What follows belongs to an exercise in optimizing a design on an open flow for small area; a production flow would make more cautious choices.
The RTL was checked by simulation tests, not by an equivalence proof against the original design.

## flow/config.mk

```make
export PLATFORM = sky130hd
export DESIGN_NAME = FFT32_pipeline
export DESIGN_NICKNAME = FFT32_pipeline
export VERILOG_FILES = /design/flow/design.v
export SDC_FILE = /design/flow/constraint.sdc
export NUM_CORES = 8
export LEC_CHECK = 0
export CAP_MARGIN = 20
export CORE_MARGIN = 2
export CORE_UTILIZATION = 40
export SLEW_MARGIN = 20
```

## flow/constraint.sdc

```tcl
create_clock -name core_clock -period 9.0 [get_ports {clk}]
set_input_delay 1.8000 -clock core_clock [delete_from_list [all_inputs] [get_ports {clk}]]
set_output_delay 1.8000 -clock core_clock [all_outputs]
set_load 0.01 [all_outputs]
```

## flow/design.v

```verilog
module FFT32_pipeline (
		input clk,
		input i_rst,
		input signed [11-1:0] FFTInRe, 
		input signed [11-1:0] FFTInIm, 
		input in_valid,
		output signed [11-1:0] MDCOutUpRe, 
		output signed [11-1:0] MDCOutUpIm, 
		output signed [11-1:0] MDCOutDownRe, 
		output signed [11-1:0] MDCOutDownIm, 
		output MDC_out_valid,
		output signed [11-1:0] FFTOutRe, 
		output signed [11-1:0] FFTOutIm, 
		output FFT_out_valid
);
reg [4:0] cnt_r, cnt_w;
reg flag_start_cal_r;
reg flag_start_out_r;
reg signed [11-1:0] commutator_UO_re_pipe_r[0:3];
reg signed [11-1:0] commutator_UO_im_pipe_r[0:3];
reg signed [11-1:0] commutator_LO_re_pipe_r[0:3];
reg signed [11-1:0] commutator_LO_im_pipe_r[0:3];
reg signed [11-1:0] butterfly_UO_re_pipe_r[0:3];
reg signed [11-1:0] butterfly_UO_im_pipe_r[0:3];
reg signed [11-1:0] butterfly_LO_re_pipe_r[0:3];
reg signed [11-1:0] butterfly_LO_im_pipe_r[0:3];
reg signed [11-1:0] ROM_re_pipe_r[0:3];
reg signed [11-1:0] ROM_im_pipe_r[0:3];
reg [11-1:0] FFTInRe_FF_r;
reg [11-1:0] FFTInIm_FF_r;
reg in_valid_FF_r;
reg signed [11-1:0] MDCOutUpRe_FF_r; 
reg signed [11-1:0] MDCOutUpIm_FF_r; 
reg signed [11-1:0] MDCOutDownRe_FF_r; 
reg signed [11-1:0] MDCOutDownIm_FF_r; 
reg MDC_out_valid_FF_r;
reg signed [11-1:0] FFTOutRe_FF_r;
reg signed [11-1:0] FFTOutIm_FF_r;
reg FFT_out_valid_FF_r;
wire signed [11-1:0] w_delay_out_re_L_stage[1:4];
wire signed [11-1:0] w_delay_out_im_L_stage[1:4];
wire w_commutator_mode_stage[0:4];  
wire signed [11-1:0] w_commutator_UO_re_stage[0:4];
wire signed [11-1:0] w_commutator_UO_im_stage[0:4];
wire signed [11-1:0] w_commutator_LO_re_stage[0:4];
wire signed [11-1:0] w_commutator_LO_im_stage[0:4];
wire signed [11-1:0] w_delay_out_re_U_stage[0:4]; 
wire signed [11-1:0] w_delay_out_im_U_stage[0:4];
wire signed [11-1:0] w_butterfly_UO_re_stage[0:4];
wire signed [11-1:0] w_butterfly_UO_im_stage[0:4];
wire signed [11-1:0] w_butterfly_LO_re_stage[0:4];
wire signed [11-1:0] w_butterfly_LO_im_stage[0:4];
wire [3:0] w_addr_stage[0:4]; 
wire signed [11-1:0] w_ROM_out_re_stage[0:4];
wire signed [11-1:0] w_ROM_out_im_stage[0:4];
wire signed [11-1:0] w_twiddle_mul_result_re_stage[0:4];
wire signed [11-1:0] w_twiddle_mul_result_im_stage[0:4];
wire [11*2-1:0] w_MemOut;  
wire w_out_valid;
assign MDCOutUpRe = MDCOutUpRe_FF_r;
assign MDCOutUpIm = MDCOutUpIm_FF_r;
assign MDCOutDownRe = MDCOutDownRe_FF_r;  
assign MDCOutDownIm = MDCOutDownIm_FF_r;  
assign MDC_out_valid = MDC_out_valid_FF_r;
assign FFTOutRe = FFTOutRe_FF_r;
assign FFTOutIm = FFTOutIm_FF_r;
assign FFT_out_valid = FFT_out_valid_FF_r;
assign w_commutator_mode_stage[0] = (cnt_r <= 15)? 0: 1;  
assign w_addr_stage[0] = cnt_r[3:0] ;  
assign w_commutator_mode_stage[1] = (cnt_r >= 25 || cnt_r == 0)? 0: 1;  
assign w_addr_stage[1] = cnt_r[2:0] - 2;  
assign w_commutator_mode_stage[2] = (cnt_r == 31 || cnt_r <= 2 || (cnt_r >= 7 && cnt_r <= 10))? 0: 1;  
assign w_addr_stage[2] = cnt_r[1:0] ;  
assign w_commutator_mode_stage[3] = ((cnt_r >= 3 && cnt_r <= 4) || (cnt_r >= 7 && cnt_r <= 8) || (cnt_r >= 11 && cnt_r <= 12) || (cnt_r >= 15 && cnt_r <= 16))? 0: 1;  
assign w_addr_stage[3] = cnt_r[0];  
assign w_commutator_mode_stage[4] = (cnt_r == 16 || cnt_r == 18 || cnt_r == 20 || cnt_r == 6 || cnt_r == 8 || cnt_r == 10 || cnt_r == 12 || cnt_r == 14)? 0: 1;  
commutator commutator_stage1(
		.i_commutator_UI_re(0),
		.i_commutator_UI_im(0),
		.i_commutator_LI_re(FFTInRe_FF_r),
		.i_commutator_LI_im(FFTInIm_FF_r),
		.i_commutator_mode(w_commutator_mode_stage[0]), 
		.o_commutator_UO_re(w_commutator_UO_re_stage[0]),
		.o_commutator_UO_im(w_commutator_UO_im_stage[0]),
		.o_commutator_LO_re(w_commutator_LO_re_stage[0]),
		.o_commutator_LO_im(w_commutator_LO_im_stage[0])
);
delay_element #(16) delay_element_U_stage1(
		.clk(clk),
		.i_rst(i_rst),
		.i_delay_in_re(w_commutator_UO_re_stage[0]), 
		.i_delay_in_im(w_commutator_UO_im_stage[0]),
		.o_delay_out_re(w_delay_out_re_U_stage[0]), 
		.o_delay_out_im(w_delay_out_im_U_stage[0])
);
butterfly_unit butterfly_unit_stage1(
		.i_butterfly_UI_re(w_delay_out_re_U_stage[0]),
		.i_butterfly_UI_im(w_delay_out_im_U_stage[0]),
		.i_butterfly_LI_re(w_commutator_LO_re_stage[0]),
		.i_butterfly_LI_im(w_commutator_LO_im_stage[0]),
		.o_butterfly_UO_re(w_butterfly_UO_re_stage[0]),
		.o_butterfly_UO_im(w_butterfly_UO_im_stage[0]),
		.o_butterfly_LO_re(w_butterfly_LO_re_stage[0]),
		.o_butterfly_LO_im(w_butterfly_LO_im_stage[0])
);
always@(posedge clk or posedge i_rst)begin
	if(i_rst)begin
		butterfly_UO_re_pipe_r[0] <= 0;
		butterfly_UO_im_pipe_r[0] <= 0;
		butterfly_LO_re_pipe_r[0] <= 0;
		butterfly_LO_im_pipe_r[0] <= 0;
	end
	else begin
		butterfly_UO_re_pipe_r[0] <= w_butterfly_UO_re_stage[0];
		butterfly_UO_im_pipe_r[0] <= w_butterfly_UO_im_stage[0];
		butterfly_LO_re_pipe_r[0] <= w_butterfly_LO_re_stage[0];
		butterfly_LO_im_pipe_r[0] <= w_butterfly_LO_im_stage[0];
	end
end
ROM32 ROM32_stage1(
		.i_addr(w_addr_stage[0]),  
		.o_ROM_out_re(w_ROM_out_re_stage[0]),
		.o_ROM_out_im(w_ROM_out_im_stage[0])
);
always@(posedge clk or posedge i_rst)begin
	if(i_rst)begin
		ROM_re_pipe_r[0] <= 0;
		ROM_im_pipe_r[0] <= 0;
	end
	else begin
		ROM_re_pipe_r[0] <= w_ROM_out_re_stage[0];
		ROM_im_pipe_r[0] <= w_ROM_out_im_stage[0];
	end
end
twiddle_mul twiddle_mul_stage1(
		.i_twiddle_factor_re(ROM_re_pipe_r[0]),
		.i_twiddle_factor_im(ROM_im_pipe_r[0]),
		.i_butterfly_LO_re(butterfly_LO_re_pipe_r[0]),
		.i_butterfly_LO_im(butterfly_LO_im_pipe_r[0]),
		.o_twiddle_mul_result_re(w_twiddle_mul_result_re_stage[0]),
		.o_twiddle_mul_result_im(w_twiddle_mul_result_im_stage[0])
);
delay_element #(8) delay_element_L_stage2(
		.clk(clk),
		.i_rst(i_rst),
		.i_delay_in_re(w_twiddle_mul_result_re_stage[0]), 
		.i_delay_in_im(w_twiddle_mul_result_im_stage[0]),
		.o_delay_out_re(w_delay_out_re_L_stage[1]), 
		.o_delay_out_im(w_delay_out_im_L_stage[1])
);
commutator commutator_stage2(
		.i_commutator_UI_re(butterfly_UO_re_pipe_r[0]),
		.i_commutator_UI_im(butterfly_UO_im_pipe_r[0]),
		.i_commutator_LI_re(w_delay_out_re_L_stage[1]),
		.i_commutator_LI_im(w_delay_out_im_L_stage[1]),
		.i_commutator_mode(w_commutator_mode_stage[1]), 
		.o_commutator_UO_re(w_commutator_UO_re_stage[1]),
		.o_commutator_UO_im(w_commutator_UO_im_stage[1]),
		.o_commutator_LO_re(w_commutator_LO_re_stage[1]),
		.o_commutator_LO_im(w_commutator_LO_im_stage[1])
);
always@(posedge clk or posedge i_rst)begin
	if(i_rst)begin
		commutator_UO_re_pipe_r[0] <= 0;
		commutator_UO_im_pipe_r[0] <= 0;
		commutator_LO_re_pipe_r[0] <= 0;
		commutator_LO_im_pipe_r[0] <= 0;
	end
	else begin
		commutator_UO_re_pipe_r[0] <= w_commutator_UO_re_stage[1];
		commutator_UO_im_pipe_r[0] <= w_commutator_UO_im_stage[1];
		commutator_LO_re_pipe_r[0] <= w_commutator_LO_re_stage[1];
		commutator_LO_im_pipe_r[0] <= w_commutator_LO_im_stage[1];
	end
end
delay_element #(8) delay_element_U_stage2(
		.clk(clk),
		.i_rst(i_rst),
		.i_delay_in_re(commutator_UO_re_pipe_r[0]), 
		.i_delay_in_im(commutator_UO_im_pipe_r[0]),
		.o_delay_out_re(w_delay_out_re_U_stage[1]), 
		.o_delay_out_im(w_delay_out_im_U_stage[1])
);
butterfly_unit butterfly_unit_stage2(
		.i_butterfly_UI_re(w_delay_out_re_U_stage[1]),
		.i_butterfly_UI_im(w_delay_out_im_U_stage[1]),
		.i_butterfly_LI_re(commutator_LO_re_pipe_r[0]),
		.i_butterfly_LI_im(commutator_LO_im_pipe_r[0]),
		.o_butterfly_UO_re(w_butterfly_UO_re_stage[1]),
		.o_butterfly_UO_im(w_butterfly_UO_im_stage[1]),
		.o_butterfly_LO_re(w_butterfly_LO_re_stage[1]),
		.o_butterfly_LO_im(w_butterfly_LO_im_stage[1])
);
always@(posedge clk or posedge i_rst)begin
	if(i_rst)begin
		butterfly_UO_re_pipe_r[1] <= 0;
		butterfly_UO_im_pipe_r[1] <= 0;
		butterfly_LO_re_pipe_r[1] <= 0;
		butterfly_LO_im_pipe_r[1] <= 0;
	end
	else begin
		butterfly_UO_re_pipe_r[1] <= w_butterfly_UO_re_stage[1];
		butterfly_UO_im_pipe_r[1] <= w_butterfly_UO_im_stage[1];
		butterfly_LO_re_pipe_r[1] <= w_butterfly_LO_re_stage[1];
		butterfly_LO_im_pipe_r[1] <= w_butterfly_LO_im_stage[1];
	end
end
ROM16 ROM16_stage2(
		.i_addr(w_addr_stage[1]),  
		.o_ROM_out_re(w_ROM_out_re_stage[1]),
		.o_ROM_out_im(w_ROM_out_im_stage[1])
);
always@(posedge clk or posedge i_rst)begin
	if(i_rst)begin
		ROM_re_pipe_r[1] <= 0;
		ROM_im_pipe_r[1] <= 0;
	end
	else begin
		ROM_re_pipe_r[1] <= w_ROM_out_re_stage[1];
		ROM_im_pipe_r[1] <= w_ROM_out_im_stage[1];
	end
end
twiddle_mul twiddle_mul_stage2(
		.i_twiddle_factor_re(ROM_re_pipe_r[1]),
		.i_twiddle_factor_im(ROM_im_pipe_r[1]),
		.i_butterfly_LO_re(butterfly_LO_re_pipe_r[1]),
		.i_butterfly_LO_im(butterfly_LO_im_pipe_r[1]),
		.o_twiddle_mul_result_re(w_twiddle_mul_result_re_stage[1]),
		.o_twiddle_mul_result_im(w_twiddle_mul_result_im_stage[1])
);
delay_element #(4) delay_element_L_stage3(
		.clk(clk),
		.i_rst(i_rst),
		.i_delay_in_re(w_twiddle_mul_result_re_stage[1]), 
		.i_delay_in_im(w_twiddle_mul_result_im_stage[1]),
		.o_delay_out_re(w_delay_out_re_L_stage[2]), 
		.o_delay_out_im(w_delay_out_im_L_stage[2])
);
commutator commutator_stage3(
		.i_commutator_UI_re(butterfly_UO_re_pipe_r[1]),
		.i_commutator_UI_im(butterfly_UO_im_pipe_r[1]),
		.i_commutator_LI_re(w_delay_out_re_L_stage[2]),
		.i_commutator_LI_im(w_delay_out_im_L_stage[2]),
		.i_commutator_mode(w_commutator_mode_stage[2]), 
		.o_commutator_UO_re(w_commutator_UO_re_stage[2]),
		.o_commutator_UO_im(w_commutator_UO_im_stage[2]),
		.o_commutator_LO_re(w_commutator_LO_re_stage[2]),
		.o_commutator_LO_im(w_commutator_LO_im_stage[2])
);
always@(posedge clk or posedge i_rst)begin
	if(i_rst)begin
		commutator_UO_re_pipe_r[1] <= 0;
		commutator_UO_im_pipe_r[1] <= 0;
		commutator_LO_re_pipe_r[1] <= 0;
		commutator_LO_im_pipe_r[1] <= 0;
	end
	else begin
		commutator_UO_re_pipe_r[1] <= w_commutator_UO_re_stage[2];
		commutator_UO_im_pipe_r[1] <= w_commutator_UO_im_stage[2];
		commutator_LO_re_pipe_r[1] <= w_commutator_LO_re_stage[2];
		commutator_LO_im_pipe_r[1] <= w_commutator_LO_im_stage[2];
	end
end
delay_element #(4) delay_element_U_stage3(
		.clk(clk),
		.i_rst(i_rst),
		.i_delay_in_re(commutator_UO_re_pipe_r[1]), 
		.i_delay_in_im(commutator_UO_im_pipe_r[1]),
		.o_delay_out_re(w_delay_out_re_U_stage[2]), 
		.o_delay_out_im(w_delay_out_im_U_stage[2])
);
butterfly_unit butterfly_unit_stage3(
		.i_butterfly_UI_re(w_delay_out_re_U_stage[2]),
		.i_butterfly_UI_im(w_delay_out_im_U_stage[2]),
		.i_butterfly_LI_re(commutator_LO_re_pipe_r[1]),
		.i_butterfly_LI_im(commutator_LO_im_pipe_r[1]),
		.o_butterfly_UO_re(w_butterfly_UO_re_stage[2]),
		.o_butterfly_UO_im(w_butterfly_UO_im_stage[2]),
		.o_butterfly_LO_re(w_butterfly_LO_re_stage[2]),
		.o_butterfly_LO_im(w_butterfly_LO_im_stage[2])
);
always@(posedge clk or posedge i_rst)begin
	if(i_rst)begin
		butterfly_UO_re_pipe_r[2] <= 0;
		butterfly_UO_im_pipe_r[2] <= 0;
		butterfly_LO_re_pipe_r[2] <= 0;
		butterfly_LO_im_pipe_r[2] <= 0;
	end
	else begin
		butterfly_UO_re_pipe_r[2] <= w_butterfly_UO_re_stage[2];
		butterfly_UO_im_pipe_r[2] <= w_butterfly_UO_im_stage[2];
		butterfly_LO_re_pipe_r[2] <= w_butterfly_LO_re_stage[2];
		butterfly_LO_im_pipe_r[2] <= w_butterfly_LO_im_stage[2];
	end
end
ROM8 ROM8_stage3(
		.i_addr(w_addr_stage[2]),  
		.o_ROM_out_re(w_ROM_out_re_stage[2]),
		.o_ROM_out_im(w_ROM_out_im_stage[2])
);
always@(posedge clk or posedge i_rst)begin
	if(i_rst)begin
		ROM_re_pipe_r[2] <= 0;
		ROM_im_pipe_r[2] <= 0;
	end
	else begin
		ROM_re_pipe_r[2] <= w_ROM_out_re_stage[2];
		ROM_im_pipe_r[2] <= w_ROM_out_im_stage[2];
	end
end
twiddle_mul twiddle_mul_stage3(
		.i_twiddle_factor_re(ROM_re_pipe_r[2]),
		.i_twiddle_factor_im(ROM_im_pipe_r[2]),
		.i_butterfly_LO_re(butterfly_LO_re_pipe_r[2]),
		.i_butterfly_LO_im(butterfly_LO_im_pipe_r[2]),
		.o_twiddle_mul_result_re(w_twiddle_mul_result_re_stage[2]),
		.o_twiddle_mul_result_im(w_twiddle_mul_result_im_stage[2])
);
delay_element #(2) delay_element_L_stage4(
		.clk(clk),
		.i_rst(i_rst),
		.i_delay_in_re(w_twiddle_mul_result_re_stage[2]), 
		.i_delay_in_im(w_twiddle_mul_result_im_stage[2]),
		.o_delay_out_re(w_delay_out_re_L_stage[3]), 
		.o_delay_out_im(w_delay_out_im_L_stage[3])
);
commutator commutator_stage4(
		.i_commutator_UI_re(butterfly_UO_re_pipe_r[2]),
		.i_commutator_UI_im(butterfly_UO_im_pipe_r[2]),
		.i_commutator_LI_re(w_delay_out_re_L_stage[3]),
		.i_commutator_LI_im(w_delay_out_im_L_stage[3]),
		.i_commutator_mode(w_commutator_mode_stage[3]), 
		.o_commutator_UO_re(w_commutator_UO_re_stage[3]),
		.o_commutator_UO_im(w_commutator_UO_im_stage[3]),
		.o_commutator_LO_re(w_commutator_LO_re_stage[3]),
		.o_commutator_LO_im(w_commutator_LO_im_stage[3])
);
always@(posedge clk or posedge i_rst)begin
	if(i_rst)begin
		commutator_UO_re_pipe_r[2] <= 0;
		commutator_UO_im_pipe_r[2] <= 0;
		commutator_LO_re_pipe_r[2] <= 0;
		commutator_LO_im_pipe_r[2] <= 0;
	end
	else begin
		commutator_UO_re_pipe_r[2] <= w_commutator_UO_re_stage[3];
		commutator_UO_im_pipe_r[2] <= w_commutator_UO_im_stage[3];
		commutator_LO_re_pipe_r[2] <= w_commutator_LO_re_stage[3];
		commutator_LO_im_pipe_r[2] <= w_commutator_LO_im_stage[3];
	end
end
delay_element #(2) delay_element_U_stage4(
		.clk(clk),
		.i_rst(i_rst),
		.i_delay_in_re(commutator_UO_re_pipe_r[2]), 
		.i_delay_in_im(commutator_UO_im_pipe_r[2]),
		.o_delay_out_re(w_delay_out_re_U_stage[3]), 
		.o_delay_out_im(w_delay_out_im_U_stage[3])
);
butterfly_unit butterfly_unit_stage4(
		.i_butterfly_UI_re(w_delay_out_re_U_stage[3]),
		.i_butterfly_UI_im(w_delay_out_im_U_stage[3]),
		.i_butterfly_LI_re(commutator_LO_re_pipe_r[2]),
		.i_butterfly_LI_im(commutator_LO_im_pipe_r[2]),
		.o_butterfly_UO_re(w_butterfly_UO_re_stage[3]),
		.o_butterfly_UO_im(w_butterfly_UO_im_stage[3]),
		.o_butterfly_LO_re(w_butterfly_LO_re_stage[3]),
		.o_butterfly_LO_im(w_butterfly_LO_im_stage[3])
);
always@(posedge clk or posedge i_rst)begin
	if(i_rst)begin
		butterfly_UO_re_pipe_r[3] <= 0;
		butterfly_UO_im_pipe_r[3] <= 0;
		butterfly_LO_re_pipe_r[3] <= 0;
		butterfly_LO_im_pipe_r[3] <= 0;
	end
	else begin
		butterfly_UO_re_pipe_r[3] <= w_butterfly_UO_re_stage[3];
		butterfly_UO_im_pipe_r[3] <= w_butterfly_UO_im_stage[3];
		butterfly_LO_re_pipe_r[3] <= w_butterfly_LO_re_stage[3];
		butterfly_LO_im_pipe_r[3] <= w_butterfly_LO_im_stage[3];
	end
end
ROM4 ROM4_stage4(
		.i_addr(w_addr_stage[3]),  
		.o_ROM_out_re(w_ROM_out_re_stage[3]),
		.o_ROM_out_im(w_ROM_out_im_stage[3])
);
always@(posedge clk or posedge i_rst)begin
	if(i_rst)begin
		ROM_re_pipe_r[3] <= 0;
		ROM_im_pipe_r[3] <= 0;
	end
	else begin
		ROM_re_pipe_r[3] <= w_ROM_out_re_stage[3];
		ROM_im_pipe_r[3] <= w_ROM_out_im_stage[3];
	end
end
twiddle_mul twiddle_mul_stage4(
		.i_twiddle_factor_re(ROM_re_pipe_r[3]),
		.i_twiddle_factor_im(ROM_im_pipe_r[3]),
		.i_butterfly_LO_re(butterfly_LO_re_pipe_r[3]),
		.i_butterfly_LO_im(butterfly_LO_im_pipe_r[3]),
		.o_twiddle_mul_result_re(w_twiddle_mul_result_re_stage[3]),
		.o_twiddle_mul_result_im(w_twiddle_mul_result_im_stage[3])
);
delay_element #(1) delay_element_L_stage5(
		.clk(clk),
		.i_rst(i_rst),
		.i_delay_in_re(w_twiddle_mul_result_re_stage[3]), 
		.i_delay_in_im(w_twiddle_mul_result_im_stage[3]),
		.o_delay_out_re(w_delay_out_re_L_stage[4]), 
		.o_delay_out_im(w_delay_out_im_L_stage[4])
);
commutator commutator_stage5(
		.i_commutator_UI_re(butterfly_UO_re_pipe_r[3]),
		.i_commutator_UI_im(butterfly_UO_im_pipe_r[3]),
		.i_commutator_LI_re(w_delay_out_re_L_stage[4]),
		.i_commutator_LI_im(w_delay_out_im_L_stage[4]),
		.i_commutator_mode(w_commutator_mode_stage[4]), 
		.o_commutator_UO_re(w_commutator_UO_re_stage[4]),
		.o_commutator_UO_im(w_commutator_UO_im_stage[4]),
		.o_commutator_LO_re(w_commutator_LO_re_stage[4]),
		.o_commutator_LO_im(w_commutator_LO_im_stage[4])
);
always@(posedge clk or posedge i_rst)begin
	if(i_rst)begin
		commutator_UO_re_pipe_r[3] <= 0;
		commutator_UO_im_pipe_r[3] <= 0;
		commutator_LO_re_pipe_r[3] <= 0;
		commutator_LO_im_pipe_r[3] <= 0;
	end
	else begin
		commutator_UO_re_pipe_r[3] <= w_commutator_UO_re_stage[4];
		commutator_UO_im_pipe_r[3] <= w_commutator_UO_im_stage[4];
		commutator_LO_re_pipe_r[3] <= w_commutator_LO_re_stage[4];
		commutator_LO_im_pipe_r[3] <= w_commutator_LO_im_stage[4];
	end
end
delay_element #(1) delay_element_U_stage5(
		.clk(clk),
		.i_rst(i_rst),
		.i_delay_in_re(commutator_UO_re_pipe_r[3]), 
		.i_delay_in_im(commutator_UO_im_pipe_r[3]),
		.o_delay_out_re(w_delay_out_re_U_stage[4]), 
		.o_delay_out_im(w_delay_out_im_U_stage[4])
);
butterfly_unit butterfly_unit_stage5(
		.i_butterfly_UI_re(w_delay_out_re_U_stage[4]),
		.i_butterfly_UI_im(w_delay_out_im_U_stage[4]),
		.i_butterfly_LI_re(commutator_LO_re_pipe_r[3]),
		.i_butterfly_LI_im(commutator_LO_im_pipe_r[3]),
		.o_butterfly_UO_re(w_butterfly_UO_re_stage[4]),
		.o_butterfly_UO_im(w_butterfly_UO_im_stage[4]),
		.o_butterfly_LO_re(w_butterfly_LO_re_stage[4]),
		.o_butterfly_LO_im(w_butterfly_LO_im_stage[4])
);
pin_pon_buffer pin_pon_buffer_u0(
		.clk(clk),
		.i_rst(i_rst),
		.MemInUp({MDCOutUpRe_FF_r, MDCOutUpIm_FF_r}),  
		.MemInDown({MDCOutDownRe_FF_r, MDCOutDownIm_FF_r}),  
		.in_valid(MDC_out_valid_FF_r),
		.MemOut(w_MemOut),  
		.out_valid(w_out_valid)
);
always@(*)begin
	cnt_w = cnt_r;
	if(flag_start_cal_r) cnt_w = cnt_r + 1;
end
always@(posedge clk or posedge i_rst)begin
	if(i_rst)begin
		cnt_r <= 0;
	end
	else begin
		cnt_r <= cnt_w;
	end
end
always@(posedge clk or posedge i_rst)begin
	if(i_rst)begin
		flag_start_cal_r <= 0;
	end
	else if(in_valid)begin
		flag_start_cal_r <= 1;
	end
end
always@(posedge clk or posedge i_rst)begin
	if(i_rst)begin
		flag_start_out_r <= 0;
	end
	else if(cnt_r==31)begin
		flag_start_out_r <= in_valid_FF_r;
	end
end
always@(posedge clk or posedge i_rst)begin
	if(i_rst)begin
		FFTInRe_FF_r <= 0;
		FFTInIm_FF_r <= 0;
		in_valid_FF_r <= 0;
	end
	else begin
		FFTInRe_FF_r <= FFTInRe;
		FFTInIm_FF_r <= FFTInIm;
		in_valid_FF_r <= in_valid;
	end
end
always@(posedge clk or posedge i_rst)begin
	if(i_rst)begin
		MDCOutUpRe_FF_r <= 0;
		MDCOutUpIm_FF_r <= 0;
		MDCOutDownRe_FF_r <= 0;
		MDCOutDownIm_FF_r <= 0;
		MDC_out_valid_FF_r <= 0;
		FFTOutRe_FF_r <= 0;
		FFTOutIm_FF_r <= 0;
		FFT_out_valid_FF_r <= 0;
	end
	else begin
		MDCOutUpRe_FF_r <= w_butterfly_UO_re_stage[4];
		MDCOutUpIm_FF_r <= w_butterfly_UO_im_stage[4];
		MDCOutDownRe_FF_r <= w_butterfly_LO_re_stage[4];
		MDCOutDownIm_FF_r <= w_butterfly_LO_im_stage[4];
		MDC_out_valid_FF_r <= (flag_start_out_r && (cnt_r >= 7 && cnt_r <= 22));
		FFTOutRe_FF_r <= w_MemOut[11*2-1:11];
		FFTOutIm_FF_r <= w_MemOut[11-1:0];
		FFT_out_valid_FF_r <= w_out_valid;
	end
end
endmodule
module commutator (
		input signed [11-1:0] i_commutator_UI_re,
		input signed [11-1:0] i_commutator_UI_im,
		input signed [11-1:0] i_commutator_LI_re,
		input signed [11-1:0] i_commutator_LI_im,
		input i_commutator_mode,  
		output signed [11-1:0] o_commutator_UO_re,
		output signed [11-1:0] o_commutator_UO_im,
		output signed [11-1:0] o_commutator_LO_re,
		output signed [11-1:0] o_commutator_LO_im
);
assign {o_commutator_UO_re, o_commutator_UO_im}  = (i_commutator_mode==0)? {i_commutator_LI_re, i_commutator_LI_im}:{i_commutator_UI_re, i_commutator_UI_im};
assign {o_commutator_LO_re, o_commutator_LO_im}  = (i_commutator_mode==0)? {i_commutator_UI_re, i_commutator_UI_im}:{i_commutator_LI_re, i_commutator_LI_im};
endmodule
module delay_element #(
	parameter DELAY = 16
)(
		input clk,
		input i_rst,
		input signed [11-1:0] i_delay_in_re, 
		input signed [11-1:0] i_delay_in_im,
		output signed[11-1:0] o_delay_out_re, 
		output signed[11-1:0] o_delay_out_im
);
integer i;
reg signed [11-1:0] DFF_re_r [0:DELAY-1];
reg signed [11-1:0] DFF_im_r [0:DELAY-1];
assign o_delay_out_re = DFF_re_r[DELAY-1];
assign o_delay_out_im = DFF_im_r[DELAY-1];
always@(posedge clk or posedge i_rst)begin
	if(i_rst)begin
		for (i = 0; i < DELAY; i = i + 1)begin
			DFF_re_r[i] <= 0;
			DFF_im_r[i] <= 0;
		end
	end
	else begin
		DFF_re_r[0] <= i_delay_in_re;
		DFF_im_r[0] <= i_delay_in_im;
		for (i = 1; i < DELAY; i = i + 1)begin
			DFF_re_r[i] <= DFF_re_r[i - 1];
			DFF_im_r[i] <= DFF_im_r[i - 1];
		end
	end
end
endmodule
module butterfly_unit (
		input signed [11-1:0] i_butterfly_UI_re,
		input signed [11-1:0] i_butterfly_UI_im,
		input signed [11-1:0] i_butterfly_LI_re,
		input signed [11-1:0] i_butterfly_LI_im,
		output signed [11-1:0] o_butterfly_UO_re,
		output signed [11-1:0] o_butterfly_UO_im,
		output signed [11-1:0] o_butterfly_LO_re,
		output signed [11-1:0] o_butterfly_LO_im
);
wire signed[11:0] sum_re = i_butterfly_UI_re + i_butterfly_LI_re;  
wire signed[11:0] sum_im = i_butterfly_UI_im + i_butterfly_LI_im;  
wire signed[11:0] sub_re = i_butterfly_UI_re - i_butterfly_LI_re;  
wire signed[11:0] sub_im = i_butterfly_UI_im - i_butterfly_LI_im;  
assign o_butterfly_UO_re = (sum_re > 1023)? 1023: (sum_re < -1024)? -1024: sum_re[11-1:0];
assign o_butterfly_UO_im = (sum_im > 1023)? 1023: (sum_im < -1024)? -1024: sum_im[11-1:0];
assign o_butterfly_LO_re = (sub_re > 1023)? 1023: (sub_re < -1024)? -1024: sub_re[11-1:0];
assign o_butterfly_LO_im = (sub_im > 1023)? 1023: (sub_im < -1024)? -1024: sub_im[11-1:0];
endmodule
module twiddle_mul (
		input signed [11-1:0] i_twiddle_factor_re,
		input signed [11-1:0] i_twiddle_factor_im,
		input signed [11-1:0] i_butterfly_LO_re,
		input signed [11-1:0] i_butterfly_LO_im,
		output signed [11-1:0] o_twiddle_mul_result_re,
		output signed [11-1:0] o_twiddle_mul_result_im
);
wire signed[11*2 - 1:0] prod_arbr = i_twiddle_factor_re * i_butterfly_LO_re;   
wire signed[11*2 - 1:0] prod_aibi = i_twiddle_factor_im * i_butterfly_LO_im;   
wire signed[11*2 - 1:0] prod_arbi = i_twiddle_factor_re * i_butterfly_LO_im;   
wire signed[11*2 - 1:0] prod_aibr = i_twiddle_factor_im * i_butterfly_LO_re;   
wire signed[11*2:0] result_re = prod_arbr - prod_aibi;  
wire signed[11*2:0] result_im = prod_arbi + prod_aibr;  
wire signed[11*2 - 10:0] result_re_round = result_re[11*2:10] + result_re[9];  
wire signed[11*2 - 10:0] result_im_round = result_im[11*2:10] + result_im[9];  
assign o_twiddle_mul_result_re = (result_re_round > 1023)? 1023: (result_re_round < -1024)? -1024: result_re_round[11 - 1:0];  
assign o_twiddle_mul_result_im = (result_im_round > 1023)? 1023: (result_im_round < -1024)? -1024: result_im_round[11 - 1:0];  
endmodule
module ROM32 (
		input [3:0] i_addr,  
		output signed[11-1:0] o_ROM_out_re,
		output signed[11-1:0] o_ROM_out_im
);
wire signed [11-1:0] W_re [0:8];
wire signed [11-1:0] W_im [0:8];
assign W_re[0] = 'b01111111111;  assign W_im[0] = 'b00000000000;   
assign W_re[1] = 'b01111101100;  assign W_im[1] = 'b11100111000;   
assign W_re[2] = 'b01110110010;  assign W_im[2] = 'b11001111000;   
assign W_re[3] = 'b01101010011;  assign W_im[3] = 'b10111000111;   
assign W_re[4] = 'b01011010100;  assign W_im[4] = 'b10100101100;   
assign W_re[5] = 'b01000111001;  assign W_im[5] = 'b10010101101;   
assign W_re[6] = 'b00110001000;  assign W_im[6] = 'b10001001110;   
assign W_re[7] = 'b00011001000;  assign W_im[7] = 'b10000010100;   
assign W_re[8] = 'b00000000000;  assign W_im[8] = 'b10000000000;   
wire [3:0] mux_sel = (i_addr > 4'd8)? 16 - i_addr:i_addr;
wire signed [11-1:0] mux_out_re = W_re[mux_sel];
wire signed [11-1:0] mux_out_im = W_im[mux_sel];
assign o_ROM_out_re = (i_addr > 4'd8)? (~mux_out_re) + 1'b1:mux_out_re;
assign o_ROM_out_im = mux_out_im;
endmodule
module ROM16 (
		input [2:0] i_addr,  
		output signed[11-1:0] o_ROM_out_re,
		output signed[11-1:0] o_ROM_out_im
);
wire signed [11-1:0] W_re [0:4];
wire signed [11-1:0] W_im [0:4];
assign W_re[0] = 'b01111111111;  assign W_im[0] = 'b00000000000;   
assign W_re[1] = 'b01110110010;  assign W_im[1] = 'b11001111000;   
assign W_re[2] = 'b01011010100;  assign W_im[2] = 'b10100101100;   
assign W_re[3] = 'b00110001000;  assign W_im[3] = 'b10001001110;   
assign W_re[4] = 'b00000000000;  assign W_im[4] = 'b10000000000;   
wire [2:0] mux_sel = (i_addr > 4'd4)? 8 - i_addr:i_addr;
wire signed [11-1:0] mux_out_re = W_re[mux_sel];
wire signed [11-1:0] mux_out_im = W_im[mux_sel];
assign o_ROM_out_re = (i_addr > 4'd4)? (~mux_out_re) + 1'b1:mux_out_re;
assign o_ROM_out_im = mux_out_im;
endmodule
module ROM8 (
		input [1:0] i_addr,  
		output signed[11-1:0] o_ROM_out_re,
		output signed[11-1:0] o_ROM_out_im
);
wire signed [11-1:0] W_re [0:2];
wire signed [11-1:0] W_im [0:2];
assign W_re[0] = 'b01111111111;  assign W_im[0] = 'b00000000000;   
assign W_re[1] = 'b01011010100;  assign W_im[1] = 'b10100101100;   
assign W_re[2] = 'b00000000000;  assign W_im[2] = 'b10000000000;   
wire [1:0] mux_sel = (i_addr > 4'd2)? 4 - i_addr:i_addr;
wire signed [11-1:0] mux_out_re = W_re[mux_sel];
wire signed [11-1:0] mux_out_im = W_im[mux_sel];
assign o_ROM_out_re = (i_addr > 4'd2)? (~mux_out_re) + 1'b1:mux_out_re;
assign o_ROM_out_im = mux_out_im;
endmodule
module ROM4 (
		input  i_addr,  
		output signed[11-1:0] o_ROM_out_re,
		output signed[11-1:0] o_ROM_out_im
);
wire signed [11-1:0] W_re [0:1];
wire signed [11-1:0] W_im [0:1];
assign W_re[0] = 'b01111111111;  assign W_im[0] = 'b00000000000;   
assign W_re[1] = 'b00000000000;  assign W_im[1] = 'b10000000000;   
assign o_ROM_out_re = W_re[i_addr];
assign o_ROM_out_im = W_im[i_addr];
endmodule
module pin_pon_buffer (
		input clk,
		input i_rst,
		input [11*2-1:0] MemInUp,  
		input [11*2-1:0] MemInDown,  
		input in_valid,
		output [11*2-1:0] MemOut,  
		output out_valid
);
integer i;
localparam IDLE = 0, OUTPUT_STATE = 1;
reg st, nst;
reg [3:0] sub_cnt_r, sub_cnt_w;  
reg  in_bank_id_r, in_bank_id_w;  
reg  out_bank_id_r, out_bank_id_w;  
reg [4:0] main_cnt_r, main_cnt_w;  
reg [11*2-1:0] bank_A_regfile_r [0:31];
reg [11*2-1:0] bank_A_regfile_w [0:31];
reg [11*2-1:0] bank_B_regfile_r [0:31];
reg [11*2-1:0] bank_B_regfile_w [0:31];
assign out_valid = (st == OUTPUT_STATE);
assign MemOut = (out_bank_id_r==0)? bank_A_regfile_r[main_cnt_r]:bank_B_regfile_r[main_cnt_r];
always@(*)begin
	case(st)
		IDLE: nst = (sub_cnt_r==15)? OUTPUT_STATE:IDLE;
		OUTPUT_STATE: begin
			if(main_cnt_r==31 && sub_cnt_r!=15) nst = IDLE;
			else nst = OUTPUT_STATE;
		end
	endcase
end
always@(posedge clk or posedge i_rst)begin
	if(i_rst)begin
		st <= IDLE;
	end
	else begin
		st <= nst;
	end
end
always@(*)begin
	sub_cnt_w = sub_cnt_r;
	if(in_valid)begin
		sub_cnt_w = sub_cnt_r + 1;
	end
end
always@(posedge clk or posedge i_rst)begin
	if(i_rst)begin
		sub_cnt_r <= 0;
	end
	else begin
		sub_cnt_r <= sub_cnt_w;
	end
end
always@(*)begin
	main_cnt_w = main_cnt_r;
	if(st == IDLE)begin
		main_cnt_w = 0;
	end
	else if(st == OUTPUT_STATE)begin
		main_cnt_w = main_cnt_r + 1;
	end
end
always@(posedge clk or posedge i_rst)begin
	if(i_rst)begin
		main_cnt_r <= 0;
	end
	else begin
		main_cnt_r <= main_cnt_w;
	end
end
always@(*)begin
	in_bank_id_w = in_bank_id_r;
	out_bank_id_w = out_bank_id_r;
	if(sub_cnt_r == 15)begin  
		in_bank_id_w = ~in_bank_id_r;
	end
	if(main_cnt_r == 31)begin  
		out_bank_id_w = ~out_bank_id_r;
	end
end
always@(posedge clk or posedge i_rst)begin
	if(i_rst)begin
		in_bank_id_r <= 0;
		out_bank_id_r <= 0;
	end
	else begin
		in_bank_id_r <= in_bank_id_w;
		out_bank_id_r <= out_bank_id_w;
	end
end
wire [4:0]sub_cnt_x2 = {sub_cnt_r, 1'b0};
wire [4:0]sub_cnt_x2_plus1 = {sub_cnt_r, 1'b1};
wire [4:0]sub_cnt_x2_reverse = {sub_cnt_x2[0], sub_cnt_x2[1],sub_cnt_x2[2],sub_cnt_x2[3],sub_cnt_x2[4]};
wire [4:0]sub_cnt_x2_plus1_reverse = {sub_cnt_x2_plus1[0], sub_cnt_x2_plus1[1],sub_cnt_x2_plus1[2],sub_cnt_x2_plus1[3],sub_cnt_x2_plus1[4]};
always@(*)begin
	for (i = 0; i < 32; i = i + 1)begin
		bank_A_regfile_w[i] = bank_A_regfile_r[i];
		bank_B_regfile_w[i] = bank_B_regfile_r[i];
	end
	if(in_valid)begin
		if (in_bank_id_r==0)begin  
			bank_A_regfile_w[sub_cnt_x2_reverse] = MemInUp;
			bank_A_regfile_w[sub_cnt_x2_plus1_reverse] = MemInDown;
		end
		else begin  
			bank_B_regfile_w[sub_cnt_x2_reverse] = MemInUp;
			bank_B_regfile_w[sub_cnt_x2_plus1_reverse] = MemInDown;
		end	
	end
end
always@(posedge clk or posedge i_rst)begin
	if(i_rst)begin
		for (i = 0; i < 32; i = i + 1)begin
			bank_A_regfile_r[i] <= 0;
			bank_B_regfile_r[i] <= 0;
		end
	end
	else begin
		for (i = 0; i < 32; i = i + 1)begin
			bank_A_regfile_r[i] <= bank_A_regfile_w[i];
			bank_B_regfile_r[i] <= bank_B_regfile_w[i];
		end
	end
end
endmodule
```

## flow/run.sh

```bash
#!/bin/bash
# synth_recipe.tcl (not shown) runs the flow's synth.tcl, then flattens the netlist and writes it again
# the make line also repeats each setting of config.mk as NAME=value (left out here)
make -C /OpenROAD-flow-scripts/flow DESIGN_CONFIG=/design/flow/config.mk WORK_HOME=/design/flow/orfs CLKGATE_MAP_FILE= SYNTH_SCRIPT=/design/flow/synth_recipe.tcl finish
```

==> run summary, run 1 <==
outcome=finished clean; CP Class=flop to flop; Hold Worst Slack=0.233 ns; most frequent CP cell=fa_1; CTS tree=built; Distinct cells, synth=97; CORE AREA=441000 µm²; global-route usage over all layers=20.7%; Compound-Gate Fraction of Synth Area=7.18%; Iter 0 DRT Violations=8565; Post-Syn Instances=14900; Final Setup Violations=0; Congestion Overflow GR=0; Post-route DRC=0; crit start category=flop; root buffer cell=clkbuf_16; Post-synth EDFFs=0; relative slew slack=18.8%; Die Footprint=448000 µm²; RSZ-0062 raised after global routing=no; vias in the first global route=117000; Setup TNS Final=0 ns; Tcrit/Tclk final=95.1%; Main synth FF type=dfrtp_1; Routed WL per cell=21.9 µm; Syn Std Cell Area=177000 µm²; Synth Area in Adders=26.0%; Tightest Pin Transition=1.22 ns; top cell type's share of synthesized area=41.3%; YS warnings=45; Synth Area in Simple Gates=6.31%; Via density=5.23; XOR/XNOR Fraction of Synth Area=2.33%; CTS Buffer Depth=4; Yosys reg bits=2928; worst reg-to-reg setup slack=0.44 ns; drt pass-1 iters=8; post-route antenna net violation count=0; nets=17600; worst hold path type=flop to flop; nature of the critical path endpoint=flop; slowest stage delay, CP=0.94 ns; initial antenna violation count=26; Routed Wire Length=462000 µm; part of the Yosys area used for sequential elements=41.3%; min Tclk post-route=8.56 ns; clock latency (worst-skew pair)=0.99 ns; clock skew=0.143 ns; clk slew on worst S/H paths=0.07 ns; die width=670 µm; CP arrival=9.26 ns; fmax=117 MHz; clk sinks=2928; max-slew violations=0; maxcap violations=0; share of flip-flops with an asynchronous set or reset=100%; largest family of logic cells by synthesized area=adder cells; setup bufs post-CTS=0; via count=110000; multiplexer share of the synthesized area=10.3%; crit path max fanout=22; Synth area leader=dfrtp_1; WP data required=9.70 ns; Worst path slowest cell=fa_1; htree depth=5; port bufs=92; Initial Util=40.1%; largest net degree at the start of global routing=182; DP Wirelength=311000 µm; Hold Vio Cnt, Final=0; global-route wire length before repair=717000 µm; global placer's final weighted congestion=0.861; layout cells sized above 1=16.1%; Die H=670 µm; num ports=93; ranking of synthesized cells by area=dfrtp_1 41%, fa_1 19%, mux2_2 9.8%; CTS buffer count=316; Area Overhead vs Synth=10.9%; Mean Syn Cell Area=11.9 µm²; row cnt=244
## timing repair
item,4_1_cts,5_1_grt
gates resized for setup,0,9
setup endpoints to repair,0,26
hold buffers,0,0
## worst max-delay path: cells and delay by family (launching register included)
kind / cells / cell delay [ns]
buffers and inverters: 5 / 0.34
AOI/OAI and AO/OA: 8 / 1.69
muxes: 1 / 0.19
and+or+nand+nor: 2 / 0.55
DFF: 1 / 0.63
xor gates and xnor gates: 1 / 0.57
adders and majority gates: 8 / 4.33
## cells in the final DEF, fill, tap and decap left out, types with 34 or more instances in the layout
cell	count
nor3_1	78
nand3_1	101
a22oi_1	249
ha_1	980
nor2_1	266
and2_1	562
and3_1	37
xor2_1	115
nand4_1	109
a21boi_0	34
fa_1	1668
a221oi_1	171
clkinv_2	48
a222oi_1	87
o21bai_1	44
nand2b_1	70
o21a_1	34
mux2i_1	80
clkbuf_16	323
clkdlybuf4s50_1	92
buf_4	224
o21ai_0	370
o31ai_1	51
clkbuf_1	60
xnor2_1	356
a21oi_1	361
nor2b_1	90
a21o_1	80
dfrtp_1	2918
inv_1	2442
clkbuf_8	62
a22o_1	86
nand2_1	760
o211ai_1	42
mux2_2	1545
## area by class of cell
| cell class | instances | area [µm²] |
|---|---|---|
| fillers | 40900 | 245000 |
| multi-input cells | 8866 | 92900 |
| flip-flops and latches | 2928 | 73300 |
| inverters | 2446 | 9190 |
| clock buffers | 445 | 9160 |
| well taps | 5904 | 7390 |
| repair buffers | 336 | 3000 |
| clock inverters | 124 | 1640 |
| diodes | 8 | 20.0 |
## metal layers
metal	part of all wire, %	vias up	wire length [µm]	track usage (%)
li1	-	48500	-	-
met1	42	57500	194000	27.6
met2	49	3134	224000	35.1
met3	5.8	850	26600	2.77
met4	3.7	6	17300	6.90
met5	0.0089	-	41	0
## state kept, by name (all words and copies together) (netlist names), 88 cells and up
register and flops:
pin_pon_buffer_u0.bank_B_regfile_r 704, delay_element_L_stage2.DFF_im_r 88, delay_element_U_stage1.DFF_im_r 176, delay_element_U_stage1.DFF_re_r 176, delay_element_U_stage2.DFF_re_r 88, pin_pon_buffer_u0.bank_A_regfile_r 704
delay_element_U_stage2.DFF_im_r 88, delay_element_L_stage2.DFF_re_r 88
## cell families after synthesis
logic type,after synthesis
compound gates,1854
mux,1625
simple gates,2230
flops,2928
other cells,1
xor+xnor,471
fa+ha+maj,2683
buf+inv,3122
## stage by stage
stage | std cells | utilization (%) | cell area, µm² | setup slack [ns]
after detailed placement | 20500 | 42.1 | 186000 | 0.509
after global placement | 20500 | 42.1 | 186000 | 0.602
after global routing | 21100 | 44.5 | 197000 | 0.00584
final | 21100 | 44.5 | 197000 | 0.442
after floorplan | 14900 | - | 177000 | -33.54
after CTS | 21000 | 44.5 | 196000 | 0.441
## final timing paths
path / cells after the start / to / start
setup / recovery: 25 / delay_element_L_stage4.DFF_re_r[0][0]$_DFF_PP0_ / ROM_im_pipe_r[2][10]$_DFF_PP0_
hold / removal: 0 / delay_element_U_stage3.DFF_re_r[3][10]$_DFF_PP0_ / delay_element_U_stage3.DFF_re_r[2][10]$_DFF_PP0_
setup reg to reg: 25 / delay_element_L_stage4.DFF_re_r[0][0]$_DFF_PP0_ / ROM_im_pipe_r[2][10]$_DFF_PP0_
max in group asynchronous: 4 / delay_element_L_stage2.DFF_re_r[7][8]$_DFF_PP0_ / i_rst
hold reg to reg: 0 / delay_element_U_stage3.DFF_re_r[3][10]$_DFF_PP0_ / delay_element_U_stage3.DFF_re_r[2][10]$_DFF_PP0_
min in group asynchronous: 2 / butterfly_UO_im_pipe_r[2][10]$_DFF_PP0_ / i_rst
## cell usage after synthesis, drive strengths merged, types with 90 or more instances
library cell and count:
xor2 115, ha 982, nand3 106, inv 2443, nor2 285, a22oi 249, clkbuf 639, xnor2 356
and2 563, a221oi 172, fa 1668, nor3 90, nor2b 90, nand4 109, o21ai 399, mux2 1545
nand2 770, a21oi 383, dfrtp 2928
==> inputs of run 2 (changes only) <==
==> flow/design.v (replaced) <==
module FFT32_pipeline (
    input clk,
    input i_rst,
    input signed [10:0] FFTInRe,
    input signed [10:0] FFTInIm,
    input in_valid,
    output signed [10:0] MDCOutUpRe,
    output signed [10:0] MDCOutUpIm,
    output signed [10:0] MDCOutDownRe,
    output signed [10:0] MDCOutDownIm,
    output MDC_out_valid,
    output signed [10:0] FFTOutRe,
    output signed [10:0] FFTOutIm,
    output FFT_out_valid
);
reg run;
reg [4:0] cnt;
reg vf1, vf2;    
always @(posedge clk or posedge i_rst) begin
    if (i_rst) begin
        run <= 1'b0; cnt <= 5'd0; vf1 <= 1'b0; vf2 <= 1'b0;
    end else begin
        if (in_valid) run <= 1'b1;
        if (run | in_valid) cnt <= cnt + 5'd1;
        if (cnt == 5'd31) begin vf1 <= in_valid; vf2 <= vf1; end
    end
end
wire [4:0] p1 = cnt;
wire [4:0] p2 = cnt - 5'd17;
wire [4:0] p3 = cnt - 5'd26;
wire [4:0] p4 = cnt - 5'd31;
wire [4:0] p5 = cnt - 5'd2;
wire [21:0] o1, o2, o3, o4, o5;
reg  [21:0] r1, r2, r3, r4;
wire [21:0] up5, dn5;
sdf_stage #(.S(16), .LOGS(4), .TSH(0)) st1 (.clk(clk), .pos(p1), .din({FFTInRe, FFTInIm}), .dout(o1), .bsum(), .bdiff());
always @(posedge clk) r1 <= o1;
sdf_stage #(.S(8), .LOGS(3), .TSH(1)) st2 (.clk(clk), .pos(p2), .din(r1), .dout(o2), .bsum(), .bdiff());
always @(posedge clk) r2 <= o2;
sdf_stage #(.S(4), .LOGS(2), .TSH(2)) st3 (.clk(clk), .pos(p3), .din(r2), .dout(o3), .bsum(), .bdiff());
always @(posedge clk) r3 <= o3;
sdf_stage #(.S(2), .LOGS(1), .TSH(3)) st4 (.clk(clk), .pos(p4), .din(r3), .dout(o4), .bsum(), .bdiff());
always @(posedge clk) r4 <= o4;
sdf_stage #(.S(1), .LOGS(0), .TSH(4)) st5 (.clk(clk), .pos(p5), .din(r4), .dout(o5), .bsum(up5), .bdiff(dn5));
assign {MDCOutUpRe, MDCOutUpIm} = up5;
assign {MDCOutDownRe, MDCOutDownIm} = dn5;
assign MDC_out_valid = cnt[0] & ((cnt == 5'd1) ? vf2 : vf1);
wire [21:0] br1, br2;
bitswap #(.L(6), .P(3), .Q(1)) bs1 (.clk(clk), .pos(cnt - 5'd3), .din(o5), .dout(br1));
bitswap #(.L(15), .P(4), .Q(0)) bs2 (.clk(clk), .pos(cnt - 5'd9), .din(br1), .dout(br2));
assign {FFTOutRe, FFTOutIm} = br2;
assign FFT_out_valid = (cnt >= 5'd24) ? vf1 : vf2;
endmodule
module sdf_stage #(parameter S = 16, parameter LOGS = 4, parameter TSH = 0) (
    input clk,
    input [4:0] pos,
    input [21:0] din,
    output [21:0] dout,
    output [21:0] bsum,
    output [21:0] bdiff
);
reg [21:0] D [0:S-1];
wire b = pos[LOGS];
wire [21:0] dl = D[S-1];
butterfly_unit bf (.u(dl), .l(din), .s(bsum), .d(bdiff));
assign dout = b ? bsum : dl;
always @(posedge clk) D[0] <= b ? bdiff : din;
generate if (S > 1) begin : g_rot
    wire [4:0] pp = pos - 5'd1;
    wire isdiff = pp[LOGS];
    wire [3:0] k = (pp[3:0] << TSH) & 4'hf;
    wire [21:0] rot;
    twiddle_mul tm (.k(k), .x(D[0]), .y(rot));
    always @(posedge clk) D[1] <= isdiff ? rot : D[0];
    genvar j;
    for (j = 2; j < S; j = j + 1) begin : g_d
        always @(posedge clk) D[j] <= D[j-1];
    end
end endgenerate
endmodule
module butterfly_unit (
    input [21:0] u,
    input [21:0] l,
    output [21:0] s,
    output [21:0] d
);
wire signed [10:0] ur = u[21:11], ui = u[10:0], lr = l[21:11], li = l[10:0];
wire signed [11:0] sr = ur + lr, si = ui + li, dr = ur - lr, di = ui - li;
function [10:0] sat12(input [11:0] v);
    sat12 = (v[11] != v[10]) ? {v[11], {10{~v[11]}}} : v[10:0];
endfunction
assign s = {sat12(sr), sat12(si)};
assign d = {sat12(dr), sat12(di)};
endmodule
module twiddle_mul (
    input [3:0] k,
    input [21:0] x,
    output [21:0] y
);
reg signed [10:0] wr, wi;
always @(*) case (k)
    4'd0: begin wr = 11'sd1023; wi = 11'sd0; end
    4'd1: begin wr = 11'sd1004; wi = -11'sd200; end
    4'd2: begin wr = 11'sd946; wi = -11'sd392; end
    4'd3: begin wr = 11'sd851; wi = -11'sd569; end
    4'd4: begin wr = 11'sd724; wi = -11'sd724; end
    4'd5: begin wr = 11'sd569; wi = -11'sd851; end
    4'd6: begin wr = 11'sd392; wi = -11'sd946; end
    4'd7: begin wr = 11'sd200; wi = -11'sd1004; end
    4'd8: begin wr = 11'sd0; wi = -11'sd1024; end
    4'd9: begin wr = -11'sd200; wi = -11'sd1004; end
    4'd10: begin wr = -11'sd392; wi = -11'sd946; end
    4'd11: begin wr = -11'sd569; wi = -11'sd851; end
    4'd12: begin wr = -11'sd724; wi = -11'sd724; end
    4'd13: begin wr = -11'sd851; wi = -11'sd569; end
    4'd14: begin wr = -11'sd946; wi = -11'sd392; end
    default: begin wr = -11'sd1004; wi = -11'sd200; end
endcase
wire signed [10:0] xr = x[21:11], xi = x[10:0];
wire signed [22:0] pre = wr * xr - wi * xi;
wire signed [22:0] pim = wr * xi + wi * xr;
wire signed [12:0] rr = pre[22:10] + pre[9];
wire signed [12:0] ri = pim[22:10] + pim[9];
assign y[21:11] = (rr > 13'sd1023) ? 11'sd1023 : (rr < -13'sd1024) ? -11'sd1024 : rr[10:0];
assign y[10:0]  = (ri > 13'sd1023) ? 11'sd1023 : (ri < -13'sd1024) ? -11'sd1024 : ri[10:0];
endmodule
module bitswap #(parameter L = 6, parameter P = 3, parameter Q = 1) (
    input clk,
    input [4:0] pos,
    input [21:0] din,
    output [21:0] dout
);
reg [21:0] D [0:L-1];
wire s = pos[P] & ~pos[Q];
assign dout = s ? din : D[L-1];
always @(posedge clk) D[0] <= s ? D[L-1] : din;
genvar j;
generate for (j = 1; j < L; j = j + 1) begin : g_d
    always @(posedge clk) D[j] <= D[j-1];
end endgenerate
endmodule
==> run summary, run 2 <==
outcome=complete, but fails checks (was finished clean); violated checks=setup timing; root buffer cell=clkbuf_16 (unchanged); Post-Syn Instances=10900 (was 14900); ranking of synthesized cells by area=fa_1 31%, dfxtp_1 23%, ha_1 12% (was dfrtp_1 41%, fa_1 19%, mux2_2 9.8%); global-route usage over all layers=21.5% (was 20.7%); CP Buf/Inv Count=13 (was 5); min Tclk post-route=9.07 ns (was 8.56 ns); row cnt=189 (was 244); top cell type's share of synthesized area=31.4% (was 41.3%); WP data required=9.65 ns (was 9.70 ns); die width=520 µm (was 670 µm); drt pass-1 iters=8 (unchanged); Top reg by flops=st1.D; Synth area leader=fa_1 (was dfrtp_1); DP Wirelength=236000 µm (was 311000 µm); Mean Syn Cell Area=9.77 µm² (was 11.9 µm²); XOR/XNOR Fraction of Synth Area=3.38% (was 2.33%); global-route wire length before repair=457000 µm (was 717000 µm); clock latency (worst-skew pair)=0.83 ns (was 0.99 ns); CTS Buffer Depth=3 (was 4); via count=75200 (was 110000); Hold Vio Cnt, Final=0 (unchanged); post-route antenna net violation count=0 (unchanged); CP arrival=9.72 ns (was 9.26 ns); share of flip-flops with an asynchronous set or reset=0.645% (was 100%); port bufs=92 (unchanged); Post-synth EDFFs=0 (unchanged); Post-Layout Inst Area=124000 µm² (was 197000 µm²); initial antenna violation count=9 (was 26); worst reg-to-reg setup slack=-0.07 ns (was 0.44 ns); most frequent CP cell=fa_1 (unchanged); clk slew on worst S/H paths=0.06 ns (was 0.07 ns); max-slew violations=0 (unchanged); Tightest Pin Transition=1.18 ns (was 1.22 ns); CORE AREA=265000 µm² (was 441000 µm²); clock skew=0.103 ns (was 0.143 ns); Syn Std Cell Area=106000 µm² (was 177000 µm²); dpl cells=15000 (was 20500); final setup margin=-0.0675 ns (was 0.442 ns); Routed Wire Length=286000 µm (was 462000 µm); htree depth=3 (was 5); RSZ-0062 raised after global routing=yes (was no); relative slew slack=20.9% (was 18.8%); crit path max fanout=12 (was 22); Iter 0 DRT Violations=4374 (was 8565); maxcap violations=0 (unchanged); Congestion Overflow GR=0 (unchanged); Synth Area in Adders=43.2% (was 26.0%); commonest cells in the netlist=2364 x inv_1, 1666 x fa_1, 1232 x dfxtp_1 (was 2928 x dfrtp_1, 2443 x inv_1, 1668 x fa_1); layout cells sized above 1=12.4% (was 16.1%); hold bufs inserted after CTS=0 (unchanged); CTS tree=built (unchanged); nature of the critical path endpoint=flop (unchanged); most frequent cells in the layout=2346 x inv_1, 1652 x fa_1, 1232 x dfxtp_1 (was 2918 x dfrtp_1, 2442 x inv_1, 1668 x fa_1); multiplexer share of the synthesized area=0.602% (was 10.3%); Crit path max-delay family=adder cells (unchanged); CTS buffer count=121 (was 316); Worst path slowest cell=fa_1 (unchanged); Post-route DRC=0 (unchanged); vias in the first global route=80600 (was 117000); worst hold path type=flop to flop (unchanged); Top Registers=st1.D x352, bs2.D x330, st2.D x176 (was pin_pon_buffer_u0.bank_A_regfile_r x704, pin_pon_buffer_u0.bank_B_regfile_r x704); Die Footprint=270000 µm² (was 448000 µm²); slowest stage delay, CP=0.54 ns (was 0.94 ns); Largest register FFs=352; part of the Yosys area used for sequential elements=23.4% (was 41.3%); clk sinks=1240 (was 2928); Area Overhead vs Synth=16.3% (was 10.9%); crit start category=flop (unchanged); Initial Util=40.2% (was 40.1%); Distinct cells, synth=111 (was 97); nets=14300 (was 17600); leading cell type in the layout, fill and taps excluded=inv_1 (was dfrtp_1); largest family of logic cells by synthesized area=adder cells (unchanged); fmax=110 MHz (was 117 MHz); Yosys reg bits=1240 (was 2928); YS warnings=21 (was 45); count leader, synth=inv_1 (was dfrtp_1); num ports=93 (unchanged); final non-filler cell total=15300 (was 21100); Compound-Gate Fraction of Synth Area=9.05% (was 7.18%); largest net degree at the start of global routing=70 (was 182); Hold Worst Slack=0.235 ns (was 0.233 ns); Placement Setup Slack=-0.836 ns (was 0.509 ns); CP Class=flop to flop (unchanged); Synth Area in Simple Gates=10.7% (was 6.31%); Final Setup Violations=18 (was 0); Via density=4.93 (was 5.23); Die H=520 µm (was 670 µm); global placer's final weighted congestion=0.914 (was 0.861); Main synth FF type=dfxtp_1 (was dfrtp_1); Tcrit/Tclk final=101% (was 95.1%); Routed WL per cell=18.7 µm (was 21.9 µm); DP Area=118000 µm² (was 186000 µm²)
run 2: changes by cell type after synthesis, sizes merged, moves of 77 or more:
cell,delta
a221oi,-158
a222oi,-85
a22oi,-234
and2,-144
clkbuf,-323
dfrtp,-2920
dfxtp,+1232
inv,-77
mux2,-1522
nand4,-88
nor2,+202
run 2: layout make-up:
cell class                 count  area [µm²]
fill                       24900      141000
multi-input combinational   6928       72900
sequential                  1240       24900
inverter                    2368        8900
timing repair buffer         955        8110
tap                         3533        4420
clock buffer                 165        3470
clock inverter                64         963
antenna                        6        15.0
run 2: per-layer routing:
metal / vias to the layer above / routed length (µm) / track usage (%)
met2: 1654 / 137000 / 36.1
li1: 35300 / - / -
met1: 37900 / 129000 / 29.5
met5: - / 0 / 0
met4: 0 / 7830 / 5.72
met3: 364 / 12600 / 2.20
run 2: logic make-up (layout without fill, tap and decap cells):
| kind of cell | after synthesis | in the layout |
|---|---|---|
| buffers and inverters | 2724 | 3552 |
| adders and majority gates | 2678 | 2678 |
| and+or+nand+nor | 2316 | 2316 |
| AOI/OAI and AO/OA | 1460 | 1463 |
| DFF | 1240 | 1240 |
| xor gates and xnor gates | 408 | 408 |
| muxes | 60 | 60 |
| other | 2 | 9 |
run 2: path summary, 6_finish.rpt:
check	start	to	cells after the start
max	cnt[1]$_DFFE_PP0P_	st1.D[1][16]$_DFF_P_	37
min	bs2.D[11][1]$_DFF_P_	bs2.D[12][1]$_DFF_P_	0
max reg2reg	cnt[1]$_DFFE_PP0P_	st1.D[1][16]$_DFF_P_	37
min reg2reg	bs2.D[11][1]$_DFF_P_	bs2.D[12][1]$_DFF_P_	0
max in group asynchronous	i_rst	cnt[0]$_DFFE_PP0P_	2
min in group asynchronous	i_rst	cnt[4]$_DFFE_PP0P_	2
run 2: per-stage QoR:
stage	util (%)	TNS, ns
after global routing	46.7	-17.44
after floorplan	-	-11.22
after CTS	46.4	-0.0339
after detailed placement	44.4	-12.19
final	46.7	-0.474
after global placement	44.4	-8.35
run 2: timing repair:
action / CTS / global route
pin swaps: 69 / 52
setup buffers: 40 / 17
cloned: 6 / 2
setup endpoints to repair: 58 / 85
resized for setup: 121 / 126

## static timing again, ports no longer ideal
How much do the figures lean on ideal ports? The routed layouts below were timed once more, with nothing changed but the port constraints.
Step 1, drivers: a clkbuf_16 drives clk and a buf_2 each remaining input, both assumed.
Step 2 adds t to the input delays and takes it off the output delays; t is the mean of the earliest and latest rising clock arrival at the registers after step 1. Input paths then give back, and output paths get back, about the clock's delay inside the block.
a / b / c = ideal / step 1 / step 2; a / b = the first two.
run | shift t [ns] | slack for setup (ns) | hold slack, ns | latest minus earliest clock arrival (ns) | worst data-port slew with drivers (ns)
run 1 | 1.023 | 0.442 / 0.442 / 0.442 | 0.233 / 0.233 / 0.233 | 0.155 / 0.155 | 0.10
run 2 | 0.874 | -0.068 / -0.068 / -0.068 | 0.235 / 0.235 / 0.235 | 0.105 / 0.106 | 0.22
